This is an optimization exercise on Yosys and OpenROAD, whose aim is small area and a short achievable clock period, not a production implementation.
The RTL of this run was laid out without a check of its function.
No activity file was given, so power comes from the tool's default toggle rates.

### design/flow/design.v
module piped_wallace_mult(
    input wire clock, reset,
    input wire [15:0] x, y,
    output reg [31:0] prod
);
    reg [31:0] r1;
    reg [148:0] r2;
    reg [91:0] r3;
    reg v1, v2, v3;
    wire e1 = r1[16] ^ 1'b0;
    wire e2 = (r1[17] & ~r1[16] & ~1'b0) | (~r1[17] & r1[16] & 1'b0);
    wire e3 = r1[18] ^ r1[17];
    wire e4 = (r1[19] & ~r1[18] & ~r1[17]) | (~r1[19] & r1[18] & r1[17]);
    wire e5 = r1[20] ^ r1[19];
    wire e6 = (r1[21] & ~r1[20] & ~r1[19]) | (~r1[21] & r1[20] & r1[19]);
    wire e7 = r1[22] ^ r1[21];
    wire e8 = (r1[23] & ~r1[22] & ~r1[21]) | (~r1[23] & r1[22] & r1[21]);
    wire e9 = r1[24] ^ r1[23];
    wire e10 = (r1[25] & ~r1[24] & ~r1[23]) | (~r1[25] & r1[24] & r1[23]);
    wire e11 = r1[26] ^ r1[25];
    wire e12 = (r1[27] & ~r1[26] & ~r1[25]) | (~r1[27] & r1[26] & r1[25]);
    wire e13 = r1[28] ^ r1[27];
    wire e14 = (r1[29] & ~r1[28] & ~r1[27]) | (~r1[29] & r1[28] & r1[27]);
    wire e15 = r1[30] ^ r1[29];
    wire e16 = (r1[31] & ~r1[30] & ~r1[29]) | (~r1[31] & r1[30] & r1[29]);
    wire e17 = 1'b0 ^ r1[31];
    wire p18 = ((r1[0] & e1)) ^ r1[17];
    wire p19 = ((r1[1] & e1) | (r1[0] & e2)) ^ r1[17];
    wire p20 = ((r1[2] & e1) | (r1[1] & e2)) ^ r1[17];
    wire p21 = ((r1[3] & e1) | (r1[2] & e2)) ^ r1[17];
    wire p22 = ((r1[4] & e1) | (r1[3] & e2)) ^ r1[17];
    wire p23 = ((r1[5] & e1) | (r1[4] & e2)) ^ r1[17];
    wire p24 = ((r1[6] & e1) | (r1[5] & e2)) ^ r1[17];
    wire p25 = ((r1[7] & e1) | (r1[6] & e2)) ^ r1[17];
    wire p26 = ((r1[8] & e1) | (r1[7] & e2)) ^ r1[17];
    wire p27 = ((r1[9] & e1) | (r1[8] & e2)) ^ r1[17];
    wire p28 = ((r1[10] & e1) | (r1[9] & e2)) ^ r1[17];
    wire p29 = ((r1[11] & e1) | (r1[10] & e2)) ^ r1[17];
    wire p30 = ((r1[12] & e1) | (r1[11] & e2)) ^ r1[17];
    wire p31 = ((r1[13] & e1) | (r1[12] & e2)) ^ r1[17];
    wire p32 = ((r1[14] & e1) | (r1[13] & e2)) ^ r1[17];
    wire p33 = ((r1[15] & e1) | (r1[14] & e2)) ^ r1[17];
    wire p34 = ((r1[15] & e2)) ^ r1[17];
    wire p35 = ~r1[17];
    wire p36 = ((r1[0] & e3)) ^ r1[19];
    wire p37 = ((r1[1] & e3) | (r1[0] & e4)) ^ r1[19];
    wire p38 = ((r1[2] & e3) | (r1[1] & e4)) ^ r1[19];
    wire p39 = ((r1[3] & e3) | (r1[2] & e4)) ^ r1[19];
    wire p40 = ((r1[4] & e3) | (r1[3] & e4)) ^ r1[19];
    wire p41 = ((r1[5] & e3) | (r1[4] & e4)) ^ r1[19];
    wire p42 = ((r1[6] & e3) | (r1[5] & e4)) ^ r1[19];
    wire p43 = ((r1[7] & e3) | (r1[6] & e4)) ^ r1[19];
    wire p44 = ((r1[8] & e3) | (r1[7] & e4)) ^ r1[19];
    wire p45 = ((r1[9] & e3) | (r1[8] & e4)) ^ r1[19];
    wire p46 = ((r1[10] & e3) | (r1[9] & e4)) ^ r1[19];
    wire p47 = ((r1[11] & e3) | (r1[10] & e4)) ^ r1[19];
    wire p48 = ((r1[12] & e3) | (r1[11] & e4)) ^ r1[19];
    wire p49 = ((r1[13] & e3) | (r1[12] & e4)) ^ r1[19];
    wire p50 = ((r1[14] & e3) | (r1[13] & e4)) ^ r1[19];
    wire p51 = ((r1[15] & e3) | (r1[14] & e4)) ^ r1[19];
    wire p52 = ((r1[15] & e4)) ^ r1[19];
    wire p53 = ~r1[19];
    wire p54 = ((r1[0] & e5)) ^ r1[21];
    wire p55 = ((r1[1] & e5) | (r1[0] & e6)) ^ r1[21];
    wire p56 = ((r1[2] & e5) | (r1[1] & e6)) ^ r1[21];
    wire p57 = ((r1[3] & e5) | (r1[2] & e6)) ^ r1[21];
    wire p58 = ((r1[4] & e5) | (r1[3] & e6)) ^ r1[21];
    wire p59 = ((r1[5] & e5) | (r1[4] & e6)) ^ r1[21];
    wire p60 = ((r1[6] & e5) | (r1[5] & e6)) ^ r1[21];
    wire p61 = ((r1[7] & e5) | (r1[6] & e6)) ^ r1[21];
    wire p62 = ((r1[8] & e5) | (r1[7] & e6)) ^ r1[21];
    wire p63 = ((r1[9] & e5) | (r1[8] & e6)) ^ r1[21];
    wire p64 = ((r1[10] & e5) | (r1[9] & e6)) ^ r1[21];
    wire p65 = ((r1[11] & e5) | (r1[10] & e6)) ^ r1[21];
    wire p66 = ((r1[12] & e5) | (r1[11] & e6)) ^ r1[21];
    wire p67 = ((r1[13] & e5) | (r1[12] & e6)) ^ r1[21];
    wire p68 = ((r1[14] & e5) | (r1[13] & e6)) ^ r1[21];
    wire p69 = ((r1[15] & e5) | (r1[14] & e6)) ^ r1[21];
    wire p70 = ((r1[15] & e6)) ^ r1[21];
    wire p71 = ~r1[21];
    wire p72 = ((r1[0] & e7)) ^ r1[23];
    wire p73 = ((r1[1] & e7) | (r1[0] & e8)) ^ r1[23];
    wire p74 = ((r1[2] & e7) | (r1[1] & e8)) ^ r1[23];
    wire p75 = ((r1[3] & e7) | (r1[2] & e8)) ^ r1[23];
    wire p76 = ((r1[4] & e7) | (r1[3] & e8)) ^ r1[23];
    wire p77 = ((r1[5] & e7) | (r1[4] & e8)) ^ r1[23];
    wire p78 = ((r1[6] & e7) | (r1[5] & e8)) ^ r1[23];
    wire p79 = ((r1[7] & e7) | (r1[6] & e8)) ^ r1[23];
    wire p80 = ((r1[8] & e7) | (r1[7] & e8)) ^ r1[23];
    wire p81 = ((r1[9] & e7) | (r1[8] & e8)) ^ r1[23];
    wire p82 = ((r1[10] & e7) | (r1[9] & e8)) ^ r1[23];
    wire p83 = ((r1[11] & e7) | (r1[10] & e8)) ^ r1[23];
    wire p84 = ((r1[12] & e7) | (r1[11] & e8)) ^ r1[23];
    wire p85 = ((r1[13] & e7) | (r1[12] & e8)) ^ r1[23];
    wire p86 = ((r1[14] & e7) | (r1[13] & e8)) ^ r1[23];
    wire p87 = ((r1[15] & e7) | (r1[14] & e8)) ^ r1[23];
    wire p88 = ((r1[15] & e8)) ^ r1[23];
    wire p89 = ~r1[23];
    wire p90 = ((r1[0] & e9)) ^ r1[25];
    wire p91 = ((r1[1] & e9) | (r1[0] & e10)) ^ r1[25];
    wire p92 = ((r1[2] & e9) | (r1[1] & e10)) ^ r1[25];
    wire p93 = ((r1[3] & e9) | (r1[2] & e10)) ^ r1[25];
    wire p94 = ((r1[4] & e9) | (r1[3] & e10)) ^ r1[25];
    wire p95 = ((r1[5] & e9) | (r1[4] & e10)) ^ r1[25];
    wire p96 = ((r1[6] & e9) | (r1[5] & e10)) ^ r1[25];
    wire p97 = ((r1[7] & e9) | (r1[6] & e10)) ^ r1[25];
    wire p98 = ((r1[8] & e9) | (r1[7] & e10)) ^ r1[25];
    wire p99 = ((r1[9] & e9) | (r1[8] & e10)) ^ r1[25];
    wire p100 = ((r1[10] & e9) | (r1[9] & e10)) ^ r1[25];
    wire p101 = ((r1[11] & e9) | (r1[10] & e10)) ^ r1[25];
    wire p102 = ((r1[12] & e9) | (r1[11] & e10)) ^ r1[25];
    wire p103 = ((r1[13] & e9) | (r1[12] & e10)) ^ r1[25];
    wire p104 = ((r1[14] & e9) | (r1[13] & e10)) ^ r1[25];
    wire p105 = ((r1[15] & e9) | (r1[14] & e10)) ^ r1[25];
    wire p106 = ((r1[15] & e10)) ^ r1[25];
    wire p107 = ~r1[25];
    wire p108 = ((r1[0] & e11)) ^ r1[27];
    wire p109 = ((r1[1] & e11) | (r1[0] & e12)) ^ r1[27];
    wire p110 = ((r1[2] & e11) | (r1[1] & e12)) ^ r1[27];
    wire p111 = ((r1[3] & e11) | (r1[2] & e12)) ^ r1[27];
    wire p112 = ((r1[4] & e11) | (r1[3] & e12)) ^ r1[27];
    wire p113 = ((r1[5] & e11) | (r1[4] & e12)) ^ r1[27];
    wire p114 = ((r1[6] & e11) | (r1[5] & e12)) ^ r1[27];
    wire p115 = ((r1[7] & e11) | (r1[6] & e12)) ^ r1[27];
    wire p116 = ((r1[8] & e11) | (r1[7] & e12)) ^ r1[27];
    wire p117 = ((r1[9] & e11) | (r1[8] & e12)) ^ r1[27];
    wire p118 = ((r1[10] & e11) | (r1[9] & e12)) ^ r1[27];
    wire p119 = ((r1[11] & e11) | (r1[10] & e12)) ^ r1[27];
    wire p120 = ((r1[12] & e11) | (r1[11] & e12)) ^ r1[27];
    wire p121 = ((r1[13] & e11) | (r1[12] & e12)) ^ r1[27];
    wire p122 = ((r1[14] & e11) | (r1[13] & e12)) ^ r1[27];
    wire p123 = ((r1[15] & e11) | (r1[14] & e12)) ^ r1[27];
    wire p124 = ((r1[15] & e12)) ^ r1[27];
    wire p125 = ~r1[27];
    wire p126 = ((r1[0] & e13)) ^ r1[29];
    wire p127 = ((r1[1] & e13) | (r1[0] & e14)) ^ r1[29];
    wire p128 = ((r1[2] & e13) | (r1[1] & e14)) ^ r1[29];
    wire p129 = ((r1[3] & e13) | (r1[2] & e14)) ^ r1[29];
    wire p130 = ((r1[4] & e13) | (r1[3] & e14)) ^ r1[29];
    wire p131 = ((r1[5] & e13) | (r1[4] & e14)) ^ r1[29];
    wire p132 = ((r1[6] & e13) | (r1[5] & e14)) ^ r1[29];
    wire p133 = ((r1[7] & e13) | (r1[6] & e14)) ^ r1[29];
    wire p134 = ((r1[8] & e13) | (r1[7] & e14)) ^ r1[29];
    wire p135 = ((r1[9] & e13) | (r1[8] & e14)) ^ r1[29];
    wire p136 = ((r1[10] & e13) | (r1[9] & e14)) ^ r1[29];
    wire p137 = ((r1[11] & e13) | (r1[10] & e14)) ^ r1[29];
    wire p138 = ((r1[12] & e13) | (r1[11] & e14)) ^ r1[29];
    wire p139 = ((r1[13] & e13) | (r1[12] & e14)) ^ r1[29];
    wire p140 = ((r1[14] & e13) | (r1[13] & e14)) ^ r1[29];
    wire p141 = ((r1[15] & e13) | (r1[14] & e14)) ^ r1[29];
    wire p142 = ((r1[15] & e14)) ^ r1[29];
    wire p143 = ~r1[29];
    wire p144 = ((r1[0] & e15)) ^ r1[31];
    wire p145 = ((r1[1] & e15) | (r1[0] & e16)) ^ r1[31];
    wire p146 = ((r1[2] & e15) | (r1[1] & e16)) ^ r1[31];
    wire p147 = ((r1[3] & e15) | (r1[2] & e16)) ^ r1[31];
    wire p148 = ((r1[4] & e15) | (r1[3] & e16)) ^ r1[31];
    wire p149 = ((r1[5] & e15) | (r1[4] & e16)) ^ r1[31];
    wire p150 = ((r1[6] & e15) | (r1[5] & e16)) ^ r1[31];
    wire p151 = ((r1[7] & e15) | (r1[6] & e16)) ^ r1[31];
    wire p152 = ((r1[8] & e15) | (r1[7] & e16)) ^ r1[31];
    wire p153 = ((r1[9] & e15) | (r1[8] & e16)) ^ r1[31];
    wire p154 = ((r1[10] & e15) | (r1[9] & e16)) ^ r1[31];
    wire p155 = ((r1[11] & e15) | (r1[10] & e16)) ^ r1[31];
    wire p156 = ((r1[12] & e15) | (r1[11] & e16)) ^ r1[31];
    wire p157 = ((r1[13] & e15) | (r1[12] & e16)) ^ r1[31];
    wire p158 = ((r1[14] & e15) | (r1[13] & e16)) ^ r1[31];
    wire p159 = ((r1[15] & e15) | (r1[14] & e16)) ^ r1[31];
    wire p160 = ((r1[15] & e16)) ^ r1[31];
    wire p161 = ~r1[31];
    wire p162 = r1[0] & e17;
    wire p163 = r1[1] & e17;
    wire p164 = r1[2] & e17;
    wire p165 = r1[3] & e17;
    wire p166 = r1[4] & e17;
    wire p167 = r1[5] & e17;
    wire p168 = r1[6] & e17;
    wire p169 = r1[7] & e17;
    wire p170 = r1[8] & e17;
    wire p171 = r1[9] & e17;
    wire p172 = r1[10] & e17;
    wire p173 = r1[11] & e17;
    wire p174 = r1[12] & e17;
    wire p175 = r1[13] & e17;
    wire p176 = r1[14] & e17;
    wire p177 = r1[15] & e17;
    wire s178 = r1[27] ^ p28;
    wire c179 = r1[27] & p28;
    wire s180 = p29 ^ p45;
    wire c181 = p29 & p45;
    wire s182 = r1[29] ^ p30 ^ p46;
    wire c183 = (r1[29] & p30) | (r1[29] & p46) | (p30 & p46);
    wire s184 = p62 ^ p78;
    wire c185 = p62 & p78;
    wire s186 = p31 ^ p47 ^ p63;
    wire c187 = (p31 & p47) | (p31 & p63) | (p47 & p63);
    wire s188 = p79 ^ p95;
    wire c189 = p79 & p95;
    wire s190 = r1[31] ^ p32 ^ p48;
    wire c191 = (r1[31] & p32) | (r1[31] & p48) | (p32 & p48);
    wire s192 = p64 ^ p80 ^ p96;
    wire c193 = (p64 & p80) | (p64 & p96) | (p80 & p96);
    wire s194 = p112 ^ p128;
    wire c195 = p112 & p128;
    wire s196 = p33 ^ p49 ^ p65;
    wire c197 = (p33 & p49) | (p33 & p65) | (p49 & p65);
    wire s198 = p81 ^ p97 ^ p113;
    wire c199 = (p81 & p97) | (p81 & p113) | (p97 & p113);
    wire s200 = p129 ^ p145;
    wire c201 = p129 & p145;
    wire s202 = p34 ^ p50 ^ p66;
    wire c203 = (p34 & p50) | (p34 & p66) | (p50 & p66);
    wire s204 = p82 ^ p98 ^ p114;
    wire c205 = (p82 & p98) | (p82 & p114) | (p98 & p114);
    wire s206 = p130 ^ p146 ^ p162;
    wire c207 = (p130 & p146) | (p130 & p162) | (p146 & p162);
    wire s208 = r1[17] ^ p51 ^ p67;
    wire c209 = (r1[17] & p51) | (r1[17] & p67) | (p51 & p67);
    wire s210 = p83 ^ p99 ^ p115;
    wire c211 = (p83 & p99) | (p83 & p115) | (p99 & p115);
    wire s212 = p131 ^ p147 ^ p163;
    wire c213 = (p131 & p147) | (p131 & p163) | (p147 & p163);
    wire s214 = r1[17] ^ p52 ^ p68;
    wire c215 = (r1[17] & p52) | (r1[17] & p68) | (p52 & p68);
    wire s216 = p84 ^ p100 ^ p116;
    wire c217 = (p84 & p100) | (p84 & p116) | (p100 & p116);
    wire s218 = p132 ^ p148 ^ p164;
    wire c219 = (p132 & p148) | (p132 & p164) | (p148 & p164);
    wire s220 = p35 ^ p53 ^ p69;
    wire c221 = (p35 & p53) | (p35 & p69) | (p53 & p69);
    wire s222 = p85 ^ p101 ^ p117;
    wire c223 = (p85 & p101) | (p85 & p117) | (p101 & p117);
    wire s224 = p133 ^ p149 ^ p165;
    wire c225 = (p133 & p149) | (p133 & p165) | (p149 & p165);
    wire s226 = 1'b1 ^ p70 ^ p86;
    wire c227 = (1'b1 & p70) | (1'b1 & p86) | (p70 & p86);
    wire s228 = p102 ^ p118 ^ p134;
    wire c229 = (p102 & p118) | (p102 & p134) | (p118 & p134);
    wire s230 = p150 ^ p166;
    wire c231 = p150 & p166;
    wire s232 = p71 ^ p87 ^ p103;
    wire c233 = (p71 & p87) | (p71 & p103) | (p87 & p103);
    wire s234 = p119 ^ p135 ^ p151;
    wire c235 = (p119 & p135) | (p119 & p151) | (p135 & p151);
    wire s236 = 1'b1 ^ p88 ^ p104;
    wire c237 = (1'b1 & p88) | (1'b1 & p104) | (p88 & p104);
    wire s238 = p120 ^ p136;
    wire c239 = p120 & p136;
    wire s240 = p89 ^ p105 ^ p121;
    wire c241 = (p89 & p105) | (p89 & p121) | (p105 & p121);
    wire s242 = 1'b1 ^ p106;
    wire c243 = 1'b1 & p106;
    wire s244 = r2[15] ^ r2[16];
    wire c245 = r2[15] & r2[16];
    wire s246 = r2[20] ^ r2[21];
    wire c247 = r2[20] & r2[21];
    wire s248 = r2[24] ^ r2[25] ^ r2[26];
    wire c249 = (r2[24] & r2[25]) | (r2[24] & r2[26]) | (r2[25] & r2[26]);
    wire s250 = r2[27] ^ r2[28];
    wire c251 = r2[27] & r2[28];
    wire s252 = r2[30] ^ r2[31] ^ r2[32];
    wire c253 = (r2[30] & r2[31]) | (r2[30] & r2[32]) | (r2[31] & r2[32]);
    wire s254 = r2[33] ^ r2[34];
    wire c255 = r2[33] & r2[34];
    wire s256 = r2[35] ^ r2[36] ^ r2[37];
    wire c257 = (r2[35] & r2[36]) | (r2[35] & r2[37]) | (r2[36] & r2[37]);
    wire s258 = r2[38] ^ r2[39] ^ r2[40];
    wire c259 = (r2[38] & r2[39]) | (r2[38] & r2[40]) | (r2[39] & r2[40]);
    wire s260 = r2[41] ^ r2[42] ^ r2[43];
    wire c261 = (r2[41] & r2[42]) | (r2[41] & r2[43]) | (r2[42] & r2[43]);
    wire s262 = r2[44] ^ r2[45] ^ r2[46];
    wire c263 = (r2[44] & r2[45]) | (r2[44] & r2[46]) | (r2[45] & r2[46]);
    wire s264 = r2[47] ^ r2[48] ^ r2[49];
    wire c265 = (r2[47] & r2[48]) | (r2[47] & r2[49]) | (r2[48] & r2[49]);
    wire s266 = r2[50] ^ r2[51] ^ r2[52];
    wire c267 = (r2[50] & r2[51]) | (r2[50] & r2[52]) | (r2[51] & r2[52]);
    wire s268 = r2[53] ^ r2[54] ^ r2[55];
    wire c269 = (r2[53] & r2[54]) | (r2[53] & r2[55]) | (r2[54] & r2[55]);
    wire s270 = r2[56] ^ r2[57] ^ r2[58];
    wire c271 = (r2[56] & r2[57]) | (r2[56] & r2[58]) | (r2[57] & r2[58]);
    wire s272 = r2[59] ^ r2[60] ^ r2[61];
    wire c273 = (r2[59] & r2[60]) | (r2[59] & r2[61]) | (r2[60] & r2[61]);
    wire s274 = r2[62] ^ r2[63] ^ r2[64];
    wire c275 = (r2[62] & r2[63]) | (r2[62] & r2[64]) | (r2[63] & r2[64]);
    wire s276 = r2[65] ^ r2[66] ^ r2[67];
    wire c277 = (r2[65] & r2[66]) | (r2[65] & r2[67]) | (r2[66] & r2[67]);
    wire s278 = r2[68] ^ r2[69] ^ r2[70];
    wire c279 = (r2[68] & r2[69]) | (r2[68] & r2[70]) | (r2[69] & r2[70]);
    wire s280 = r2[71] ^ r2[72] ^ r2[73];
    wire c281 = (r2[71] & r2[72]) | (r2[71] & r2[73]) | (r2[72] & r2[73]);
    wire s282 = r2[74] ^ r2[75] ^ r2[76];
    wire c283 = (r2[74] & r2[75]) | (r2[74] & r2[76]) | (r2[75] & r2[76]);
    wire s284 = r2[77] ^ r2[78] ^ r2[79];
    wire c285 = (r2[77] & r2[78]) | (r2[77] & r2[79]) | (r2[78] & r2[79]);
    wire s286 = r2[80] ^ r2[81] ^ r2[82];
    wire c287 = (r2[80] & r2[81]) | (r2[80] & r2[82]) | (r2[81] & r2[82]);
    wire s288 = r2[83] ^ r2[84] ^ r2[85];
    wire c289 = (r2[83] & r2[84]) | (r2[83] & r2[85]) | (r2[84] & r2[85]);
    wire s290 = r2[86] ^ r2[87] ^ r2[88];
    wire c291 = (r2[86] & r2[87]) | (r2[86] & r2[88]) | (r2[87] & r2[88]);
    wire s292 = r2[89] ^ r2[90] ^ r2[91];
    wire c293 = (r2[89] & r2[90]) | (r2[89] & r2[91]) | (r2[90] & r2[91]);
    wire s294 = r2[92] ^ r2[93] ^ r2[94];
    wire c295 = (r2[92] & r2[93]) | (r2[92] & r2[94]) | (r2[93] & r2[94]);
    wire s296 = r2[95] ^ r2[96] ^ r2[97];
    wire c297 = (r2[95] & r2[96]) | (r2[95] & r2[97]) | (r2[96] & r2[97]);
    wire s298 = r2[98] ^ r2[99] ^ r2[100];
    wire c299 = (r2[98] & r2[99]) | (r2[98] & r2[100]) | (r2[99] & r2[100]);
    wire s300 = r2[101] ^ r2[102] ^ r2[103];
    wire c301 = (r2[101] & r2[102]) | (r2[101] & r2[103]) | (r2[102] & r2[103]);
    wire s302 = r2[104] ^ r2[105] ^ r2[106];
    wire c303 = (r2[104] & r2[105]) | (r2[104] & r2[106]) | (r2[105] & r2[106]);
    wire s304 = r2[107] ^ r2[108] ^ r2[109];
    wire c305 = (r2[107] & r2[108]) | (r2[107] & r2[109]) | (r2[108] & r2[109]);
    wire s306 = r2[110] ^ r2[111] ^ r2[112];
    wire c307 = (r2[110] & r2[111]) | (r2[110] & r2[112]) | (r2[111] & r2[112]);
    wire s308 = r2[113] ^ r2[114] ^ r2[115];
    wire c309 = (r2[113] & r2[114]) | (r2[113] & r2[115]) | (r2[114] & r2[115]);
    wire s310 = r2[116] ^ r2[117] ^ r2[118];
    wire c311 = (r2[116] & r2[117]) | (r2[116] & r2[118]) | (r2[117] & r2[118]);
    wire s312 = r2[119] ^ r2[120] ^ r2[121];
    wire c313 = (r2[119] & r2[120]) | (r2[119] & r2[121]) | (r2[120] & r2[121]);
    wire s314 = r2[122] ^ r2[123] ^ r2[124];
    wire c315 = (r2[122] & r2[123]) | (r2[122] & r2[124]) | (r2[123] & r2[124]);
    wire s316 = r2[125] ^ r2[126] ^ r2[127];
    wire c317 = (r2[125] & r2[126]) | (r2[125] & r2[127]) | (r2[126] & r2[127]);
    wire s318 = r2[128] ^ r2[129] ^ r2[130];
    wire c319 = (r2[128] & r2[129]) | (r2[128] & r2[130]) | (r2[129] & r2[130]);
    wire s320 = 1'b1 ^ r2[131] ^ r2[132];
    wire c321 = (1'b1 & r2[131]) | (1'b1 & r2[132]) | (r2[131] & r2[132]);
    wire s322 = r2[133] ^ r2[134];
    wire c323 = r2[133] & r2[134];
    wire s324 = r2[135] ^ r2[136] ^ r2[137];
    wire c325 = (r2[135] & r2[136]) | (r2[135] & r2[137]) | (r2[136] & r2[137]);
    wire s326 = 1'b1 ^ r2[139];
    wire c327 = 1'b1 & r2[139];
    wire s328 = r2[8] ^ r2[9];
    wire c329 = r2[8] & r2[9];
    wire s330 = r2[12] ^ r2[13];
    wire c331 = r2[12] & r2[13];
    wire s332 = r2[17] ^ r2[18] ^ r2[19];
    wire c333 = (r2[17] & r2[18]) | (r2[17] & r2[19]) | (r2[18] & r2[19]);
    wire s334 = r2[22] ^ r2[23] ^ c245;
    wire c335 = (r2[22] & r2[23]) | (r2[22] & c245) | (r2[23] & c245);
    wire s336 = r2[29] ^ c247 ^ s250;
    wire c337 = (r2[29] & c247) | (r2[29] & s250) | (c247 & s250);
    wire s338 = c251 ^ s254 ^ c249;
    wire c339 = (c251 & s254) | (c251 & c249) | (s254 & c249);
    wire s340 = c255 ^ c253 ^ s256;
    wire c341 = (c255 & c253) | (c255 & s256) | (c253 & s256);
    wire s342 = c257 ^ c259 ^ s260;
    wire c343 = (c257 & c259) | (c257 & s260) | (c259 & s260);
    wire s344 = c261 ^ c263 ^ s264;
    wire c345 = (c261 & c263) | (c261 & s264) | (c263 & s264);
    wire s346 = c265 ^ c267 ^ s268;
    wire c347 = (c265 & c267) | (c265 & s268) | (c267 & s268);
    wire s348 = c269 ^ c271 ^ s272;
    wire c349 = (c269 & c271) | (c269 & s272) | (c271 & s272);
    wire s350 = c273 ^ c275 ^ s276;
    wire c351 = (c273 & c275) | (c273 & s276) | (c275 & s276);
    wire s352 = c277 ^ c279 ^ s280;
    wire c353 = (c277 & c279) | (c277 & s280) | (c279 & s280);
    wire s354 = c281 ^ c283 ^ s284;
    wire c355 = (c281 & c283) | (c281 & s284) | (c283 & s284);
    wire s356 = c285 ^ c287 ^ s288;
    wire c357 = (c285 & c287) | (c285 & s288) | (c287 & s288);
    wire s358 = c289 ^ c291 ^ s292;
    wire c359 = (c289 & c291) | (c289 & s292) | (c291 & s292);
    wire s360 = c293 ^ c295 ^ s296;
    wire c361 = (c293 & c295) | (c293 & s296) | (c295 & s296);
    wire s362 = c297 ^ c299 ^ s300;
    wire c363 = (c297 & c299) | (c297 & s300) | (c299 & s300);
    wire s364 = c301 ^ c303 ^ s304;
    wire c365 = (c301 & c303) | (c301 & s304) | (c303 & s304);
    wire s366 = c305 ^ c307 ^ s308;
    wire c367 = (c305 & c307) | (c305 & s308) | (c307 & s308);
    wire s368 = c309 ^ c311 ^ s312;
    wire c369 = (c309 & c311) | (c309 & s312) | (c311 & s312);
    wire s370 = c313 ^ c315 ^ s316;
    wire c371 = (c313 & c315) | (c313 & s316) | (c315 & s316);
    wire s372 = s322 ^ c317 ^ c319;
    wire c373 = (s322 & c317) | (s322 & c319) | (c317 & c319);
    wire s374 = r2[138] ^ c323 ^ c321;
    wire c375 = (r2[138] & c323) | (r2[138] & c321) | (c323 & c321);
    wire s376 = r2[140] ^ r2[141] ^ s326;
    wire c377 = (r2[140] & r2[141]) | (r2[140] & s326) | (r2[141] & s326);
    wire s378 = r2[142] ^ r2[143] ^ r2[144];
    wire c379 = (r2[142] & r2[143]) | (r2[142] & r2[144]) | (r2[143] & r2[144]);
    wire s380 = 1'b1 ^ r2[145];
    wire c381 = 1'b1 & r2[145];
    wire s382 = r3[3] ^ r3[4];
    wire c383 = r3[3] & r3[4];
    wire s384 = r3[6] ^ r3[7];
    wire c385 = r3[6] & r3[7];
    wire s386 = r3[8] ^ r3[9] ^ r3[10];
    wire c387 = (r3[8] & r3[9]) | (r3[8] & r3[10]) | (r3[9] & r3[10]);
    wire s388 = r3[11] ^ r3[12] ^ r3[13];
    wire c389 = (r3[11] & r3[12]) | (r3[11] & r3[13]) | (r3[12] & r3[13]);
    wire s390 = r3[14] ^ r3[15] ^ r3[16];
    wire c391 = (r3[14] & r3[15]) | (r3[14] & r3[16]) | (r3[15] & r3[16]);
    wire s392 = r3[17] ^ r3[18] ^ r3[19];
    wire c393 = (r3[17] & r3[18]) | (r3[17] & r3[19]) | (r3[18] & r3[19]);
    wire s394 = r3[20] ^ r3[21] ^ r3[22];
    wire c395 = (r3[20] & r3[21]) | (r3[20] & r3[22]) | (r3[21] & r3[22]);
    wire s396 = r3[23] ^ r3[24] ^ r3[25];
    wire c397 = (r3[23] & r3[24]) | (r3[23] & r3[25]) | (r3[24] & r3[25]);
    wire s398 = r3[26] ^ r3[27] ^ r3[28];
    wire c399 = (r3[26] & r3[27]) | (r3[26] & r3[28]) | (r3[27] & r3[28]);
    wire s400 = r3[29] ^ r3[30] ^ r3[31];
    wire c401 = (r3[29] & r3[30]) | (r3[29] & r3[31]) | (r3[30] & r3[31]);
    wire s402 = r3[32] ^ r3[33] ^ r3[34];
    wire c403 = (r3[32] & r3[33]) | (r3[32] & r3[34]) | (r3[33] & r3[34]);
    wire s404 = r3[35] ^ r3[36] ^ r3[37];
    wire c405 = (r3[35] & r3[36]) | (r3[35] & r3[37]) | (r3[36] & r3[37]);
    wire s406 = r3[38] ^ r3[39] ^ r3[40];
    wire c407 = (r3[38] & r3[39]) | (r3[38] & r3[40]) | (r3[39] & r3[40]);
    wire s408 = r3[41] ^ r3[42] ^ r3[43];
    wire c409 = (r3[41] & r3[42]) | (r3[41] & r3[43]) | (r3[42] & r3[43]);
    wire s410 = r3[44] ^ r3[45] ^ r3[46];
    wire c411 = (r3[44] & r3[45]) | (r3[44] & r3[46]) | (r3[45] & r3[46]);
    wire s412 = r3[47] ^ r3[48] ^ r3[49];
    wire c413 = (r3[47] & r3[48]) | (r3[47] & r3[49]) | (r3[48] & r3[49]);
    wire s414 = r3[50] ^ r3[51] ^ r3[52];
    wire c415 = (r3[50] & r3[51]) | (r3[50] & r3[52]) | (r3[51] & r3[52]);
    wire s416 = r3[53] ^ r3[54] ^ r3[55];
    wire c417 = (r3[53] & r3[54]) | (r3[53] & r3[55]) | (r3[54] & r3[55]);
    wire s418 = r3[56] ^ r3[57] ^ r3[58];
    wire c419 = (r3[56] & r3[57]) | (r3[56] & r3[58]) | (r3[57] & r3[58]);
    wire s420 = r3[59] ^ r3[60] ^ r3[61];
    wire c421 = (r3[59] & r3[60]) | (r3[59] & r3[61]) | (r3[60] & r3[61]);
    wire s422 = r3[62] ^ r3[63] ^ r3[64];
    wire c423 = (r3[62] & r3[63]) | (r3[62] & r3[64]) | (r3[63] & r3[64]);
    wire s424 = r3[65] ^ r3[66] ^ r3[67];
    wire c425 = (r3[65] & r3[66]) | (r3[65] & r3[67]) | (r3[66] & r3[67]);
    wire s426 = r3[68] ^ r3[69] ^ r3[70];
    wire c427 = (r3[68] & r3[69]) | (r3[68] & r3[70]) | (r3[69] & r3[70]);
    wire s428 = r3[71] ^ r3[72] ^ r3[73];
    wire c429 = (r3[71] & r3[72]) | (r3[71] & r3[73]) | (r3[72] & r3[73]);
    wire s430 = r3[74] ^ r3[75] ^ r3[76];
    wire c431 = (r3[74] & r3[75]) | (r3[74] & r3[76]) | (r3[75] & r3[76]);
    wire s432 = r3[77] ^ r3[78] ^ r3[79];
    wire c433 = (r3[77] & r3[78]) | (r3[77] & r3[79]) | (r3[78] & r3[79]);
    wire s434 = r3[80] ^ r3[81] ^ r3[82];
    wire c435 = (r3[80] & r3[81]) | (r3[80] & r3[82]) | (r3[81] & r3[82]);
    wire s436 = r3[83] ^ r3[84] ^ r3[85];
    wire c437 = (r3[83] & r3[84]) | (r3[83] & r3[85]) | (r3[84] & r3[85]);
    wire s438 = r3[86] ^ r3[87] ^ r3[88];
    wire c439 = (r3[86] & r3[87]) | (r3[86] & r3[88]) | (r3[87] & r3[88]);
    wire s440 = r3[89] ^ r3[90] ^ r3[91];
    wire c441 = (r3[89] & r3[90]) | (r3[89] & r3[91]) | (r3[90] & r3[91]);
    wire [32:0] lo442 = {c439, c437, c435, c433, c431, c429, c427, c425, c423, c421, c419, c417, c415, c413, c411, c409, c407, c405, c403, c401, c399, c397, c395, c393, c391, c389, c387, c385, c383, s382, r3[2], r3[0]} + {s440, s438, s436, s434, s432, s430, s428, s426, s424, s422, s420, s418, s416, s414, s412, s410, s408, s406, s404, s402, s400, s398, s396, s394, s392, s390, s388, s386, s384, r3[5], 1'b0, r3[1]};
    wire [31:0] result = lo442[31:0];
    always @(posedge clock) begin
        r1 <= {y[15], y[14], y[13], y[12], y[11], y[10], y[9], y[8], y[7], y[6], y[5], y[4], y[3], y[2], y[1], y[0], x[15], x[14], x[13], x[12], x[11], x[10], x[9], x[8], x[7], x[6], x[5], x[4], x[3], x[2], x[1], x[0]};
        r2 <= {p177, p161, p176, p160, p175, p159, p143, p174, p158, p142, p173, p157, p141, p125, p172, p156, p140, p124, p171, p155, p139, p123, p107, c243, p170, p154, p138, p122, s242, c241, p169, p153, p137, s240, c239, c237, p168, p152, s238, s236, c235, c233, p167, s234, s232, c231, c229, c227, s230, s228, s226, c225, c223, c221, s224, s222, s220, c219, c217, c215, s218, s216, s214, c213, c211, c209, s212, s210, s208, c207, c205, c203, s206, s204, s202, c201, c199, c197, s200, s198, s196, c195, c193, c191, p144, s194, s192, s190, c189, c187, p127, p111, s188, s186, c185, c183, p126, p110, p94, s184, s182, c181, p109, p93, p77, p61, s180, c179, p108, p92, p76, p60, p44, s178, p91, p75, p59, p43, p27, p90, p74, p58, p42, p26, r1[25], p73, p57, p41, p25, p72, p56, p40, p24, r1[23], p55, p39, p23, p54, p38, p22, r1[21], p37, p21, p36, p20, r1[19], p19, p18, r1[17]};
        r3 <= {r2[148], r2[147], c381, r2[146], s380, c379, c327, s378, c377, c325, s376, c375, s324, s374, c373, s320, s372, c371, s318, s370, c369, s314, s368, c367, s310, s366, c365, s306, s364, c363, s302, s362, c361, s298, s360, c359, s294, s358, c357, s290, s356, c355, s286, s354, c353, s282, s352, c351, s278, s350, c349, s274, s348, c347, s270, s346, c345, s266, s344, c343, s262, s342, c341, s258, s340, c339, s252, s338, c337, s248, s336, c335, s246, s334, c333, s244, s332, c331, r2[14], s330, c329, r2[11], r2[10], s328, r2[7], r2[6], r2[5], r2[4], r2[3], r2[2], r2[1], r2[0]};
    end
    always @(posedge clock or posedge reset)
        if (reset) begin
            v1 <= 1'b0; v2 <= 1'b0; v3 <= 1'b0; prod <= 32'd0;
        end else begin
            v1 <= 1'b1; v2 <= v1; v3 <= v2;
            prod <= v3 ? result : 32'd0;
        end
endmodule
### design/flow/run.sh
#!/bin/bash
# synth_recipe.tcl (not shown) runs the flow's synth.tcl, then flattens the netlist and writes it again
# the make line also repeats each setting of config.mk as NAME=value (left out here)
make -C /OpenROAD-flow-scripts/flow DESIGN_CONFIG=/design/flow/config.mk WORK_HOME=/design/flow/orfs CLKGATE_MAP_FILE= SYNTH_SCRIPT=/design/flow/synth_recipe.tcl finish
### design/flow/config.mk
export PLATFORM = sky130hd
export DESIGN_NAME = piped_wallace_mult
export DESIGN_NICKNAME = piped_wallace_mult
export VERILOG_FILES = /design/flow/design.v
export SDC_FILE = /design/flow/constraint.sdc
export NUM_CORES = 4
export LEC_CHECK = 0
export CAP_MARGIN = 20
export CORE_MARGIN = 2
export CORE_UTILIZATION = 40
export SLEW_MARGIN = 20
### design/flow/constraint.sdc
create_clock -name core_clock -period 2.8 [get_ports {clock}]
set_input_delay 0.5600 -clock core_clock [delete_from_list [all_inputs] [get_ports {clock}]]
set_output_delay 0.5600 -clock core_clock [all_outputs]
set_load 0.01 [all_outputs]
==> run summary <==
hold buffers post-CTS 0; # diodes 0; Iteration-0 DRC Markers 842; first-pass GRT wire length approximately 66000 µm; die area ~41000 µm²; Final Hold Violating Endpoints 0; Initial Utilization roughly 40%; CP endpoint kind flop; Post-synth EDFFs 0; Synth top cells by count dfxtp_1 (273), nand2_1 (219), inv_1 (216); clock root cell clkbuf_16; IO Pins between 60 and 70; reg-to-reg slack, setup 0.12 ns; worst vdd ir 600 µV; Buf/Inv on CP 0; synthesized area 15700 µm²; Cell Chain, Critical Path fa_1 > ha_4 > o21ai_1 > o21bai_2 > nand4_2 > a21oi_4 > or2_4 > nor2_1 > or4_1; Slew Viols, Final 0; Crit Path Class reg2reg; P_sw ~8.6 mW; Hold Path Class reg2reg; number of global-route vias before repair 12100; global placement routability congestion about 0.9; slew margin rel. a little under a third; I/O Buffers 65; CTS tree yes; Max Clk Rate 373 MHz; Startpoint Class flop; Most Used Layer, Global Route met2; top_reg_cell synth dfxtp_1; YS warnings 1; chip width around 200 µm; Synth area leader dfxtp_1; Die Span Y 202 µm; wire per inst roughly 18 µm; CP peak stage delay about 0.52 ns; critical path data required time 3.19 ns; Final Skew roughly 0.028 ns; synth top area cells dfxtp_1 (35%), fa_1 (14%), dfrtp_1 (5.6%); Post-synth ARST share between 10% and 20%; Routed WL just over 40000 µm; vias per cell 5.16; share of cells above drive strength 1 a little under a tenth; GRT Util Overall 20.5%; Clock power frac a little over a fifth; FILL cells 3675; Avg Inst Size Synth a little under 9 µm²; via count 12100; synth unique cells between 60 and 70; met3 Resource Use GR between 2 and 3%; DP HPWL around 31000 µm; sequential element share of the synthesized area between 40% and 50%; status no timing/DRC/antenna violations; final-report setup violation count 0; switching part of the total about two fifths; clk buf depth 3; Clock Sink Count roughly 310; Syn Inst Count ~1800; CP top delay family simple AND/OR/NAND/NOR gates; ANT nets after route 0; TritonRoute pass-1 iters 5; area grow syn2layout 17.2%; sequential power share roughly 28%; Row Count between 70 and 80; CTS clk-pin slew, worst paths 0.06 ns; top cell type's share of synthesized area about a third; Worst-Skew Late Latency 0.54 ns; min Tclk post-route between 2 and 3 ns; Synth Net Count a little under 2000; fin crit share between 90 and 100%; Arrival @ worst endpoint around 3.1 ns; Residual DRC 0; RSZ-0062 raised after global routing yes; grt total ovfl 0; critical-path maximum fanout 4; total CTS buffers 35; antenna violations before repair 0; P_int 13.0 mW; maxcap violations 0; core area 38700 µm²; met1 GRT Util 28.2%; pwr dens 1170 nW/µm²; Comb power frac roughly half; Yosys reg bits 308; most instantiated library cell after synthesis dfxtp_1; leakage power between 8 and 9 nW; global routing usage on met2 approximately 33%; Power, Total ~22 mW; Tightest Pin Transition about 1.0 ns; Place WS between 0.02 and 0.03 ns; Final nets roughly 2000; H-tree level count 2; setup ws final 0.121 ns; Slowest cell on crit path fa_1; pin count of the biggest net entering global routing between 40 and 50
## power groups by stage
stage / sequential, mW / clock, mW / combinational, mW
after global routing: 6.03 / 4.97 / 12.3
after CTS: 5.94 / 4.78 / 10.5
after detailed placement: 6.03 / 0 / 10.5
final: 5.92 / 4.68 / 11.0
after floorplan: 5.93 / 0 / 7.16
after global placement: 6.00 / 0 / 10.5
## registers in the layout, summed over array words and instances (netlist names)
signal and count:
r2 149, r3 92, prod 32, r1 32, v1 1, v2 1
v3 1
## layout by cell type, fill, tap and decap left out, types with 7 or more instances in the layout
cell               n
a211oi_1           9
a21o_1            13
a21oi_1          142
a221oi_1          83
a22oi_1            9
and2_1            27
buf_4             80
clkbuf_16         36
clkdlybuf4s50_1   65
dfrtp_1           35
dfxtp_1          272
fa_1             108
ha_1              44
inv_1            216
maj3_1            15
nand2_1          219
nand3_1           14
nor2_1           165
nor3_1            11
o21a_1             7
o21ai_0           44
o21ai_1            8
o22ai_1           38
xnor2_1           41
xor2_1            14
## kinds of logic after synthesis
| kind of cell | synth area share, % |
|---|---|
| xor gates and xnor gates | 3.06 |
| and+or+nand+nor | 13.0 |
| adders and majority gates | 18.8 |
| DFF | 40.3 |
| buffers and inverters | 8.59 |
| muxes | 0.0637 |
| other | 0.0238 |
| AOI/OAI and AO/OA | 16.2 |
## worst reg2reg max path: stages (launching register included)
cell      delay, ns
dfxtp_1        0.32
fa_1           0.52
ha_4           0.30
o21ai_1        0.07
o21bai_2       0.19
nand4_2        0.19
a21oi_4        0.26
or2_4          0.17
nor2_1         0.04
or4_1          0.49
## stage by stage
step                      utilization (%)  cell area, µm²  setup TNS (ns)  cells  hold WS, ns
after floorplan                         -           15700               0   1766        0.310
after global placement               44.1           17100               0   2289        0.314
after detailed placement             44.1           17100               0   2289        0.312
after CTS                            47.2           18300               0   2350        0.321
after global routing                 47.6           18400         -0.0317   2351        0.323
final                                47.6           18400               0   2351        0.321
## path summary, 6_finish.rpt
| path | start | end | cells after the start |
|---|---|---|---|
| worst max-delay path | r3[8] | prod[25] | 9 |
| worst min-delay path | r2[4] | r3[4] | 0 |
| worst max register to register | r3[8] | prod[25] | 9 |
| worst min register to register | r2[4] | r3[4] | 0 |
| max in group asynchronous | reset | prod[23] | 3 |
| min in group asynchronous | reset | prod[0] | 3 |
## area by class of cell
class                           instances  area [µm²]  area share [%]
Inverter                              217         815            4.42
Clock buffer                           47        1000            5.44
Timing Repair Buffer                  145        1250            6.79
Multi-Input combinational cell       1102        8180            44.4
Clock inverter                         14         190            1.03
Sequential cell                       308        6340            34.4
Tap cell                              518         648            3.52
## timing repair
item                                    4_1_cts  5_1_grt
buffers inserted                              0        1
resized for setup                             0       27
endpoints found under the setup margin        0       11
## metal layers
metal	part of all wire, %	up-vias
li1	-	5865
met1	46	5763
met2	45	409
met3	5.5	91
met4	3.3	0
met5	0	-

## what the ideal ports hide
In the flow no input, the clock included, has a driving cell. The finished layout below was timed again as built, in two steps.
Step 1: set_driving_cell puts a clkbuf_16 on clock and a buf_2 on each other input, an assumption about the parent block.
Step 2 also shifts input and output timing later by t, the mid clock arrival at the registers, as if the neighbouring blocks saw the same clock.
Three values: ideal ports, drivers, drivers and shift; two values: the first two.
t, ns: 0.579
setup WS [ns]: 0.121 / 0.121 / 0.121
latest minus earliest clock arrival (ns): 0.027 / 0.028
worst register clock-pin slew, ns: 0.06 / 0.06
pins driven straight from the clock port: 1
After both steps this run still meets setup and hold. The setup slack of this run moves by 0.000 ns with the drivers and by 0.000 ns with both steps.
